What follows belongs to an exercise in optimizing a design on an open flow for small area, a short achievable clock period and few clock cycles; a production flow would make more cautious choices.
Where RTL was checked, it was by simulation tests only, not by an equivalence proof against the original.

==> build 12: inputs <==
## taylor_sine
module taylor_sine(
    input clock,
    input reset,
    input start_in,
    input signed [11:0] x_in,
    output reg ready_out,
    output [11:0] sin_out
);
export LEC_CHECK = 0
export ABC_AREA = 1
export CAP_MARGIN = 20
export CORE_MARGIN = 2
export CORE_UTILIZATION = 40
export CTS_BUF_LIST = sky130_fd_sc_hd__clkbuf_8
export SLEW_MARGIN = 20
create_clock -name core_clock -period 10.0 [get_ports {clock}]
standard.sh (not shown) runs the stock make flow with config.mk's settings and CLKGATE_MAP_FILE= SYNTH_SCRIPT=/design/flow/synth_recipe.tcl, a recipe that flattens the netlist after the stock synthesis.
==> flow/flow/run.sh <==
#!/bin/bash
# The standard layout (the standard.sh, unchanged steps and settings),
# except that the port buffers that global placement inserts on every
# input and output are the small sky130_fd_sc_hd__buf_1 instead of the
# buffer cell the resizer would pick by default.
set -euo pipefail
export BUFFER_PORTS_ARGS="-buffer_cell sky130_fd_sc_hd__buf_1"
bash standard.sh > standard.log 2>&1
==> build 17 (differences from build 12) <==
Settings changed: CORE_UTILIZATION 40 to 35, PLACE_DENSITY set to 0.4.
==> trial 88 (differences from build 12) <==
Settings changed: CORE_UTILIZATION 40 to 28, PLACE_DENSITY set to 0.33.
==> notes.md <==
item	trial 88	build 17	build 12
Result of the run	did not finish	did not finish	did not finish
Last stage reached	5_1_grt	5_1_grt	5_1_grt
Half-perimeter wire length of the detailed placement result	116000 um	115000 um	114000 um
Area of the mapped netlist	14600 um^2	14600 um^2	14600 um^2
Post-Synthesis Mean Instance Area	4.82 um^2	4.82 um^2	4.82 um^2
Setup fix buffers added after clock tree synthesis	0	0	0
Cells after synthesis	3035	3035	3035
Placement-stage cell area	15200 um^2	15100 um^2	15100 um^2
Starting utilization of the core area	28.4%	35.6%	40.3%
Die height	233 um	209 um	195 um
Placed cell count	3649	3502	3453
Setup WS pre-CTS	3.50 ns	3.52 ns	3.99 ns
Sequential share of the synthesized area	5.40%	5.40%	5.40%
Flip-flop and latch count after synthesis	27	27	27
Number of clock sinks seen by CTS	27	27	27
Rows	83	74	70
Cell type with the highest aggregate area in the netlist	sky130_fd_sc_hd__nand2_1	sky130_fd_sc_hd__nand2_1	sky130_fd_sc_hd__nand2_1
Synth Flop Type	sky130_fd_sc_hd__edfxtp_1	sky130_fd_sc_hd__edfxtp_1	sky130_fd_sc_hd__edfxtp_1
Buffer levels on the longest clock path	2	2	2
Xor-xnor portion of the synthesized cell area	1.26%	1.26%	1.26%
Die extent in x	233 um	209 um	195 um
Compound-cell area share of the yosys netlist	21.5%	21.5%	21.5%
Library cells used by synthesis	53	53	53
Port Buf Inserts	27	27	27
Routability Congestion	1.55	1.61	1.56
Synthesized-area fraction occupied by and/or/nand/nor cells	58.3%	58.3%	58.3%
Number of flops mapped to enable cells by yosys	25	25	25
Total I/O pin count	28	28	28
No run of this note included a check of the RTL's function; only the layout flow was run.

==> tundra: inputs <==
==> flow/design.v <==
`timescale 1ns / 1ps
module taylor_sine(
    input clock,
    input reset,
    input start_in,
    input signed [11:0] x_in,  
    output reg ready_out,  
    output reg signed [11:0] sin_out  
);
parameter FXP_SCALE = 1024;  
parameter FXP_SHIFT = 10;  
parameter integer W = 12;
parameter S1 = 4'h1, S2 = 4'h2, S3 = 4'h3, S4 = 4'h4, S5 = 4'h5,
          S6 = 4'h6, S7 = 4'h7, S8 = 4'h8, S9 = 4'h9, S10 = 4'ha,
          S11 = 4'hb, S12 = 4'hc;
reg [3:0] state;
reg signed [W-1:0] sin;
reg signed [W-1:0] x_base, n_x_2, x_tmp;
reg signed [2*W-1:0] n_x_2_mul, x_tmp_mul;
reg [2:0] i;
reg [0:0] sum_rdy;
reg signed [W-1:0] i_coef;
always @(*) begin
    case (i)
        3'd0: i_coef = 12'sd171;
        3'd1: i_coef = 12'sd51;
        3'd2: i_coef = 12'sd24;
        3'd3: i_coef = 12'sd14;
        default: i_coef = 12'sd9;
    endcase
end
always @(posedge clock) begin
    if (reset == 1'b1) begin
        ready_out <= 1'b0;
        state <= S1;
    end else begin
        case(state)
            S1: begin
                if (start_in == 1'b1) 
                begin
                    ready_out <= 0;
                    state <= S2;
                end
                else 
                    state <= S1;
            end
            S2: begin
                x_base <= x_in;
                sin <= 0;             
                state <= S3;
            end
            S3: begin
                n_x_2_mul <= x_base * x_base;
                sin <= x_base;
                state <= S4;
            end
            S4: begin
                n_x_2_mul <= ~n_x_2_mul;
                state <= S5;
            end
            S5: begin
                n_x_2 <= n_x_2_mul >>> FXP_SHIFT;
                state <= S6;
            end
            S6: begin                
                x_tmp_mul <= x_base * n_x_2;
                i <= 0;
                sum_rdy <= 0;
                state <= S7;
            end
            S7: begin
                x_tmp <= x_tmp_mul >>> FXP_SHIFT;
                if (sum_rdy == 1)
                    state <= S10;
                else
                    state <= S8;
            end
            S8: begin
                x_tmp_mul <= x_tmp * i_coef;
                sum_rdy <= 1;
                state <= S7;
            end
            S9: begin
                x_tmp_mul <= x_tmp * n_x_2;
                state <= S7;
            end
            S10: begin
                sin <= sin + x_tmp;  
                i <= i + 1;
                sum_rdy <= 0;
                if (i < 4)
                    state <= S9;
                else
                    state <= S11;
            end
            S11: begin
                sin_out <= sin;
                ready_out <= 1;
                state <= S12;
            end
            S12: begin
                if (start_in == 1'b0) 
                    state <= S1; 
                else 
                    state <= S12;
            end
        endcase
    end
end
endmodule
==> flow/run.sh <==
#!/bin/bash
# synth_recipe.tcl (not shown) runs the flow's synth.tcl, then flattens the netlist and writes it again
# the make line also repeats each setting of config.mk as NAME=value (left out here)
make -C /OpenROAD-flow-scripts/flow DESIGN_CONFIG=/design/flow/config.mk WORK_HOME=/design/flow/orfs CLKGATE_MAP_FILE= SYNTH_SCRIPT=/design/flow/synth_recipe.tcl finish
==> flow/config.mk <==
export PLATFORM = sky130hd
export DESIGN_NAME = taylor_sine
export DESIGN_NICKNAME = taylor_sine
export VERILOG_FILES = /design/flow/design.v
export SDC_FILE = /design/flow/constraint.sdc
export NUM_CORES = 4
export LEC_CHECK = 0
export CAP_MARGIN = 20
export CORE_MARGIN = 2
export CORE_UTILIZATION = 40
export SLEW_MARGIN = 20
==> flow/constraint.sdc <==
create_clock -name core_clock -period 10.0 [get_ports {clock}]
set_input_delay 2.0000 -clock core_clock [delete_from_list [all_inputs] [get_ports {clock}]]
set_output_delay 2.0000 -clock core_clock [all_outputs]
set_load 0.01 [all_outputs]
==> sierra: changes against tundra <==
==> flow/design.v (replaced) <==
module taylor_sine(
    input clock,
    input reset,
    input start_in,
    input signed [11:0] x_in,
    output reg ready_out,
    output [11:0] sin_out
);
reg armed;
reg [5:1] ph;           
reg [11:0] t, n2, acc;
reg [1:0] m;
reg [5:0] b_one, b_two, b_neg;    
wire idle = ~|ph;
wire go   = idle && armed && start_in;
function in_range(input signed [11:0] v, input signed [11:0] lo, input signed [11:0] hi);
    in_range = (v >= lo) && (v <= hi);
endfunction
wire m3 = in_range(x_in, -12'sd2047, -12'sd1716) | in_range(x_in, 12'sd1449, 12'sd1715);
wire m2 = in_range(x_in, -12'sd1417, -12'sd1415) | (x_in == -12'sd1401) |
          in_range(x_in, -12'sd1399, -12'sd1384) | in_range(x_in, -12'sd1381, -12'sd1302) |
          in_range(x_in, -12'sd1292, -12'sd1290);
wire m1 = in_range(x_in, -12'sd1448, -12'sd1290) | in_range(x_in, 12'sd670, 12'sd1289);
wire [1:0] m_x = m3 ? 2'd3 : m2 ? 2'd2 : m1 ? 2'd1 : 2'd0;
wire [11:0] bnext = (idle | ph[1]) ? x_in : ph[2] ? 12'd171 : ph[3] ? n2 : 12'd51;
reg [5:0] e_one, e_two, e_neg;
reg bm1;
integer i;
always @(*) begin
    for (i = 0; i < 6; i = i + 1) begin
        bm1 = (i == 0) ? 1'b0 : bnext[2*i-1];
        e_one[i] = bnext[2*i] ^ bm1;
        e_two[i] = (bnext[2*i+1] & ~bnext[2*i] & ~bm1) | (~bnext[2*i+1] & bnext[2*i] & bm1);
        e_neg[i] = bnext[2*i+1];
    end
end
reg [21:0] r0, r1, r2, r3, r4, r5, rc, ra, rm;
reg [12:0] v, e;
reg [21:0] pp [0:5];
always @(*) begin
    for (i = 0; i < 6; i = i + 1) begin
        v = b_one[i] ? {t[11], t} : b_two[i] ? {t, 1'b0} : 13'd0;
        e = v ^ {13{b_neg[i]}};
        pp[i] = {9'd0, ~e[12], e[11:0]} << (2*i);
    end
    r0 = pp[0];
    r1 = pp[1] | {21'd0, b_neg[0]};
    r2 = pp[2] | ({21'd0, b_neg[1]} << 2);
    r3 = pp[3] | ({21'd0, b_neg[2]} << 4);
    r4 = pp[4] | ({21'd0, b_neg[3]} << 6);
    r5 = pp[5] | ({21'd0, b_neg[4]} << 8);
    ra = {acc, 10'd0};
    rm = ({20'd0, ~m} + {21'd0, b_neg[5]}) << 10;
    rc = 22'h2aa400;
end
function [43:0] csa(input [21:0] a, input [21:0] b, input [21:0] c);
    csa = {a ^ b ^ c, ((a & b) | (a & c) | (b & c)) << 1};
endfunction
wire [21:0] s1, c1, s2, c2, s3, c3, s4, c4, s5, c5, s6, c6, s7, c7;
assign {s1, c1} = csa(r0, r1, r2);
assign {s2, c2} = csa(r3, r4, r5);
assign {s3, c3} = csa(rc, ra, rm);
assign {s4, c4} = csa(s1, c1, s2);
assign {s5, c5} = csa(c2, s3, c3);
assign {s6, c6} = csa(s4, c4, s5);
assign {s7, c7} = csa(s6, c6, c5);
wire [21:0] prod = s7 + c7;
wire [11:0] res = prod[21:10];
always @(posedge clock) begin
    if (reset) begin
        ready_out <= 1'b0;
        armed <= 1'b1;
        ph <= 5'd0;
    end else begin
        ph <= {ph[4:1], go};
        if (go) begin
            ready_out <= 1'b0;
            armed <= 1'b0;
        end else if (ph[5]) begin
            ready_out <= 1'b1;
        end else if (idle && !start_in) begin
            armed <= 1'b1;
        end
    end
end
always @(posedge clock) begin
    b_one <= e_one;
    b_two <= e_two;
    b_neg <= e_neg;
    if (go) begin
        t   <= x_in;
        acc <= 12'd0;
        m   <= 2'd0;
    end
    if (ph[1]) n2 <= ~res;
    if (ph[1] | ph[2] | ph[3] | ph[4] | ph[5]) t <= res ^ {12{ph[1]}};
    if (ph[4]) begin
        acc <= x_in + t;
        m   <= m_x;
    end
end
assign sin_out = t;
endmodule
==> notes.md <==
quantity                                                            sierra      tundra
Outcome                                   no timing/DRC/antenna violations  no timing/DRC/antenna violations
Area fraction in and, or, nand and nor cells after synthesis         13.6%       13.6%
Final standard cell utilization of the core                          44.2%       43.1%
Fmax                                                               169 MHz     151 MHz
First-pass iteration count of the detailed router                        7           5
Synthesis-stage register bit count                                      63          93
Portion of the post-synthesis area used by sequential elements       22.6%       13.2%
Post-Synthesis Cells                                                   851        2203
Area occupied by multi-input gates                               5000 um^2  15800 um^2
Clock sinks                                                             63          93
Portion of netlist area occupied by mux cells                       0.447%      0.198%
Data arrival at the endpoint of the critical path                  6.00 ns     6.71 ns
Worst setup slack after placement                                  4.16 ns     3.39 ns
Met2 Track Usage GR                                                  31.7%       32.2%
Data required time of the critical path                           10.10 ns    10.11 ns
Die area                                                        19300 um^2  54000 um^2
Average routed wire per standard cell                              18.1 um     15.4 um
Worst r2r path cells                                                    18          20
Testbench counts of tundra, summed over its fixed seeds: cycles 51,192.
Testbench counts of sierra, summed over its fixed seeds: cycles 11,192.

[re-timing with driven ports]
Ports are ideal in the flow. The routed layouts listed here were re-timed in OpenROAD. Step 1, drivers: a clkbuf_16 drives clock and a buf_2 each remaining input, both assumed. Step 2 moves the port delays by t, midway between the first and last clock arrival at a register: inputs arrive t later, outputs are due t later. That takes back most of the time a late clock gives input paths. Slacks: ideal ports / drivers / drivers and shift; pairs: ideal ports / drivers.
| run | shift t [ns] | slack for setup (ns) | hold WS [ns] | worst data-port slew with drivers (ns) | pins driven straight from the clock port |
|---|---|---|---|---|---|
| tundra | 0.405 | 3.399 / 3.399 / 3.399 | 0.417 / 0.417 / 0.417 | 0.06 | 1 |
| sierra | 0.369 | 4.098 / 4.098 / 4.098 | 0.514 / 0.514 / 0.514 | 0.03 | 1 |
After both steps every run listed still meets setup and hold.
